Background: an optimization exercise with open tools, aiming at small area, a short achievable clock period and few clock cycles per item. Do not read the settings as production practice. RTL that was checked went through simulation tests only; none was proved equivalent to the original. Power is estimated from default activity; no workload was simulated.

## before
==> flow/design.v <==
module unidad_math (
    input  logic        clk,
    input  logic        rst_n,
    input  logic        start,
    input  logic [1:0]  op,        
    input  logic [15:0] a,
    input  logic [15:0] b,
    output logic [31:0] result,
    output logic        done
);
    logic [31:0] R;       
    logic [15:0] A;       
    logic        f_mul, f_div, f_sq, f_bcd;    
    logic [2:0]  cnt;
    logic        busy;
    logic [18:0] X, P, Q2, Q3, W, S1, S2, S3, cs_s, cs_c, cs2_s, cs2_c;
    logic        sub;
    assign sub = f_div | f_sq;
    always_comb begin
        X = {3'b000, R[31:16]};
        if (f_div) X = {1'b0, R[31:14]};
        if (f_sq)  X = {8'd0, R[22:16], A[15:12]};
    end
    always_comb begin
        if (f_sq) begin
            P  = ~{8'd0, R[7:0], 3'b001};
            Q2 = ~{7'd0, R[7:0], 4'b0100};
            Q3 = ~{7'd0, R[7:0], 4'b1000};
        end else if (f_div) begin
            P  = {3'b111, A};
            Q2 = {2'b11, A, 1'b1};
            Q3 = {2'b11, A, 1'b1};
        end else begin
            P  = {3'b000, A & {16{R[0]}}};
            Q2 = {2'b00, A & {16{R[1]}}, 1'b0};
            Q3 = {2'b00, A & {16{R[1]}}, 1'b0};
        end
    end
    assign S1   = X + P  + {18'd0, sub};
    assign S2   = X + Q2 + {18'd0, sub};
    assign cs_s = X ^ P ^ Q3;
    assign cs_c = {((X[17:0] & P[17:0]) | (X[17:0] & Q3[17:0]) | (P[17:0] & Q3[17:0])), sub};
    assign W    = {1'b0, A & {16{R[2] & f_mul}}, 2'b00};
    assign cs2_s = cs_s ^ cs_c ^ W;
    assign cs2_c = {((cs_s[17:0] & cs_c[17:0]) | (cs_s[17:0] & W[17:0]) | (cs_c[17:0] & W[17:0])), sub};
    assign S3   = cs2_s + cs2_c;
    logic [1:0]  d_q;
    logic [15:0] d_r;
    always_comb begin
        if (!S3[18])      begin d_q = 2'd3; d_r = S3[15:0]; end
        else if (!S2[18]) begin d_q = 2'd2; d_r = S2[15:0]; end
        else if (!S1[18]) begin d_q = 2'd1; d_r = S1[15:0]; end
        else              begin d_q = 2'd0; d_r = X[15:0];  end
    end
    function automatic logic [3:0] add3(input logic [3:0] d);
        logic ge5;
        ge5 = d[3] | (d[2] & (d[1] | d[0]));
        add3 = {ge5,
                (d[2] & ~d[1] & ~d[0]) | (d[3] & d[0]),
                (~d[2] & d[1]) | (d[1] & d[0]) | (d[3] & ~d[0]),
                d[0] ^ ge5};
    endfunction
    function automatic logic [19:0] dabble(input logic [19:0] d, input logic bit_in);
        dabble = {d[18:16], add3(d[15:12]), add3(d[11:8]), add3(d[7:4]), add3(d[3:0]), bit_in};
    endfunction
    logic [19:0] b_d;
    always_comb begin
        b_d = R[19:0];
        for (int i = 0; i < 4; i++) b_d = dabble(b_d, A[15 - i]);
    end
    logic [1:0] l_dq, l_dr;
    always_comb begin
        l_dq = 2'd0; l_dr = a[15:14];
        if (b[15:2] == 14'd0)
            case (b[1:0])
                2'd0: begin l_dq = 2'd3;              l_dr = a[15:14]; end
                2'd1: begin l_dq = a[15:14];          l_dr = 2'd0; end
                2'd2: begin l_dq = {1'b0, a[15]};     l_dr = {1'b0, a[14]}; end
                default: begin l_dq = {1'b0, &a[15:14]}; l_dr = &a[15:14] ? 2'd0 : a[15:14]; end
            endcase
    end
    logic [1:0] l_sq;
    logic [2:0] l_sr;
    always_comb begin
        if (a[15:12] >= 4'd9)      begin l_sq = 2'd3; l_sr = 3'(a[15:12] - 4'd9); end
        else if (a[15:12] >= 4'd4) begin l_sq = 2'd2; l_sr = 3'(a[15:12] - 4'd4); end
        else if (a[15:12] >= 4'd1) begin l_sq = 2'd1; l_sr = 3'(a[15:12] - 4'd1); end
        else                       begin l_sq = 2'd0; l_sr = 3'd0; end
    end
    logic [3:0] l_b;
    assign l_b = add3({1'b0, a[15:13]});
    always_ff @(posedge clk) begin
        if (!rst_n) begin
            busy <= 1'b0;
            done <= 1'b0;
        end else begin
            done <= busy && !start && cnt == 3'd0;
            if (start)              busy <= 1'b1;
            else if (cnt == 3'd0)   busy <= 1'b0;
        end
    end
    always_ff @(posedge clk) begin
        cnt <= cnt - 3'd1;
        if (start) begin
            f_mul <= op == 2'd0;
            f_div <= op == 2'd1;
            f_sq  <= op == 2'd2;
            f_bcd <= op == 2'd3;
            case (op)
                2'd0: begin R <= {1'b0, a & {16{b[0]}}, b[15:1]}; A <= a;             cnt <= 3'd4; end
                2'd1: begin R <= {14'd0, l_dr, a[13:0], l_dq};  A <= ~b;              cnt <= 3'd6; end
                2'd2: begin R <= {13'd0, l_sr, 14'd0, l_sq};    A <= {a[11:0], 4'd0}; cnt <= 3'd2; end
                default: begin R <= {27'd0, l_b, a[12]};        A <= {a[11:0], 4'd0}; cnt <= 3'd2; end
            endcase
        end else begin
            if (f_mul)      R <= {S3, R[15:3]};
            else if (f_div) R <= {d_r, R[13:0], d_q};
            else if (f_sq)  R <= {9'd0, (cnt == 3'd0) ? 7'd0 : d_r[6:0], 8'd0, R[5:0], d_q};
            else            R <= {12'd0, b_d};
            if (f_sq | f_bcd) A <= {A[11:0], 4'd0};
        end
    end
    assign result = R;
endmodule
clock: 8.0 ns
lec_check: 0
abc_area: 1
cap_margin: 20
core_margin: 2
core_utilization: 60
place_density: 0.72
setup_slack_margin: 4
slew_margin: 20
standard.sh (not shown) runs the stock make flow with config.mk's settings and CLKGATE_MAP_FILE= SYNTH_SCRIPT=/design/flow/synth_recipe.tcl, a recipe that flattens the netlist after the stock synthesis.
==> flow/flow/run.sh <==
#!/bin/bash
# The standard layout, with the port buffers as plain buf_4 cells instead of
# the delay-cell buffers buffer_ports picks by default.
set -euo pipefail
export BUFFER_PORTS_ARGS="-buffer_cell sky130_fd_sc_hd__buf_4"
bash standard.sh > standard.log 2>&1
Having completed the whole flow, before delivered a layout that passed the timing, design-rule and antenna checks.
### before -> after
diff --git a/flow/design.v b/flow/design.v
--- a/flow/design.v
+++ b/flow/design.v
@@ -13,7 +13,7 @@
     logic        f_mul, f_div, f_sq, f_bcd;    
     logic [2:0]  cnt;
     logic        busy;
-    logic [18:0] X, P, Q2, Q3, W, S1, S2, S3, cs_s, cs_c, cs2_s, cs2_c;
+    logic [18:0] X, P, Q2, Q3, S1, S2, S3, cs_s, cs_c;
     logic        sub;
     assign sub = f_div | f_sq;
     always_comb begin
@@ -40,10 +40,7 @@
     assign S2   = X + Q2 + {18'd0, sub};
     assign cs_s = X ^ P ^ Q3;
     assign cs_c = {((X[17:0] & P[17:0]) | (X[17:0] & Q3[17:0]) | (P[17:0] & Q3[17:0])), sub};
-    assign W    = {1'b0, A & {16{R[2] & f_mul}}, 2'b00};
-    assign cs2_s = cs_s ^ cs_c ^ W;
-    assign cs2_c = {((cs_s[17:0] & cs_c[17:0]) | (cs_s[17:0] & W[17:0]) | (cs_c[17:0] & W[17:0])), sub};
-    assign S3   = cs2_s + cs2_c;
+    assign S3   = cs_s + cs_c + {18'd0, sub};
     logic [1:0]  d_q;
     logic [15:0] d_r;
     always_comb begin
@@ -107,13 +104,13 @@
             f_sq  <= op == 2'd2;
             f_bcd <= op == 2'd3;
             case (op)
-                2'd0: begin R <= {1'b0, a & {16{b[0]}}, b[15:1]}; A <= a;             cnt <= 3'd4; end
+                2'd0: begin R <= {16'd0, b};                    A <= a;               cnt <= 3'd7; end
                 2'd1: begin R <= {14'd0, l_dr, a[13:0], l_dq};  A <= ~b;              cnt <= 3'd6; end
                 2'd2: begin R <= {13'd0, l_sr, 14'd0, l_sq};    A <= {a[11:0], 4'd0}; cnt <= 3'd2; end
                 default: begin R <= {27'd0, l_b, a[12]};        A <= {a[11:0], 4'd0}; cnt <= 3'd2; end
             endcase
         end else begin
-            if (f_mul)      R <= {S3, R[15:3]};
+            if (f_mul)      R <= {S3[17:0], R[15:2]};
             else if (f_div) R <= {d_r, R[13:0], d_q};
             else if (f_sq)  R <= {9'd0, (cnt == 3'd0) ? 7'd0 : d_r[6:0], 8'd0, R[5:0], d_q};
             else            R <= {12'd0, b_d};
--- outcome ---
- Going from before to after, inverter count went down about 12%; aggregate global routing overflow held.
- | met2 layer usage reported by global route | after vs before | 12 points lower |
- Setup WNS before -> after: better
- Taking before as the reference point, the met1 track utilization from global routing of after rises by 0.20 points.
- Compared to before, after was floorplanned on a smaller die.
- Compared with before, after ends up with less cell area.
- Taking before as the reference, in after fraction of power spent switching nets shows a reduction of 1.5 points, critical-path maximum fanout saw an increase, post-route total power decreased 0.0018 W, fill cell total of the finished layout increased 133, final cell count decreased by 11% relative to the old numbers.
- before -> after: final setup violation count delta 0, exact match
Testbench counts of after, summed over its fixed seeds: cycles 134,524, items 16,000.
No functional check of the RTL was part of before.

## static timing again, ports no longer ideal
The flow's constraints put no driver on any port. The routed layouts listed below were extracted and timed again, unchanged, in two steps. Step 1 assumes that a clkbuf_16 drives the clock port and a buf_2 every other input. Step 2 also shifts input and output timing later by t, the mid clock arrival at the registers, as if the neighbouring blocks saw the same clock. a / b / c = ideal ports / drivers / drivers and shift; a / b = the first two.
run | shift t [ns] | setup WS [ns] | worst setup path after step 2
before | 0.379 | 3.106 / 3.106 / 3.106 | register to register
after | 0.378 | 3.982 / 3.982 / 3.982 | register to register
After both steps setup and hold are still met in every run listed.
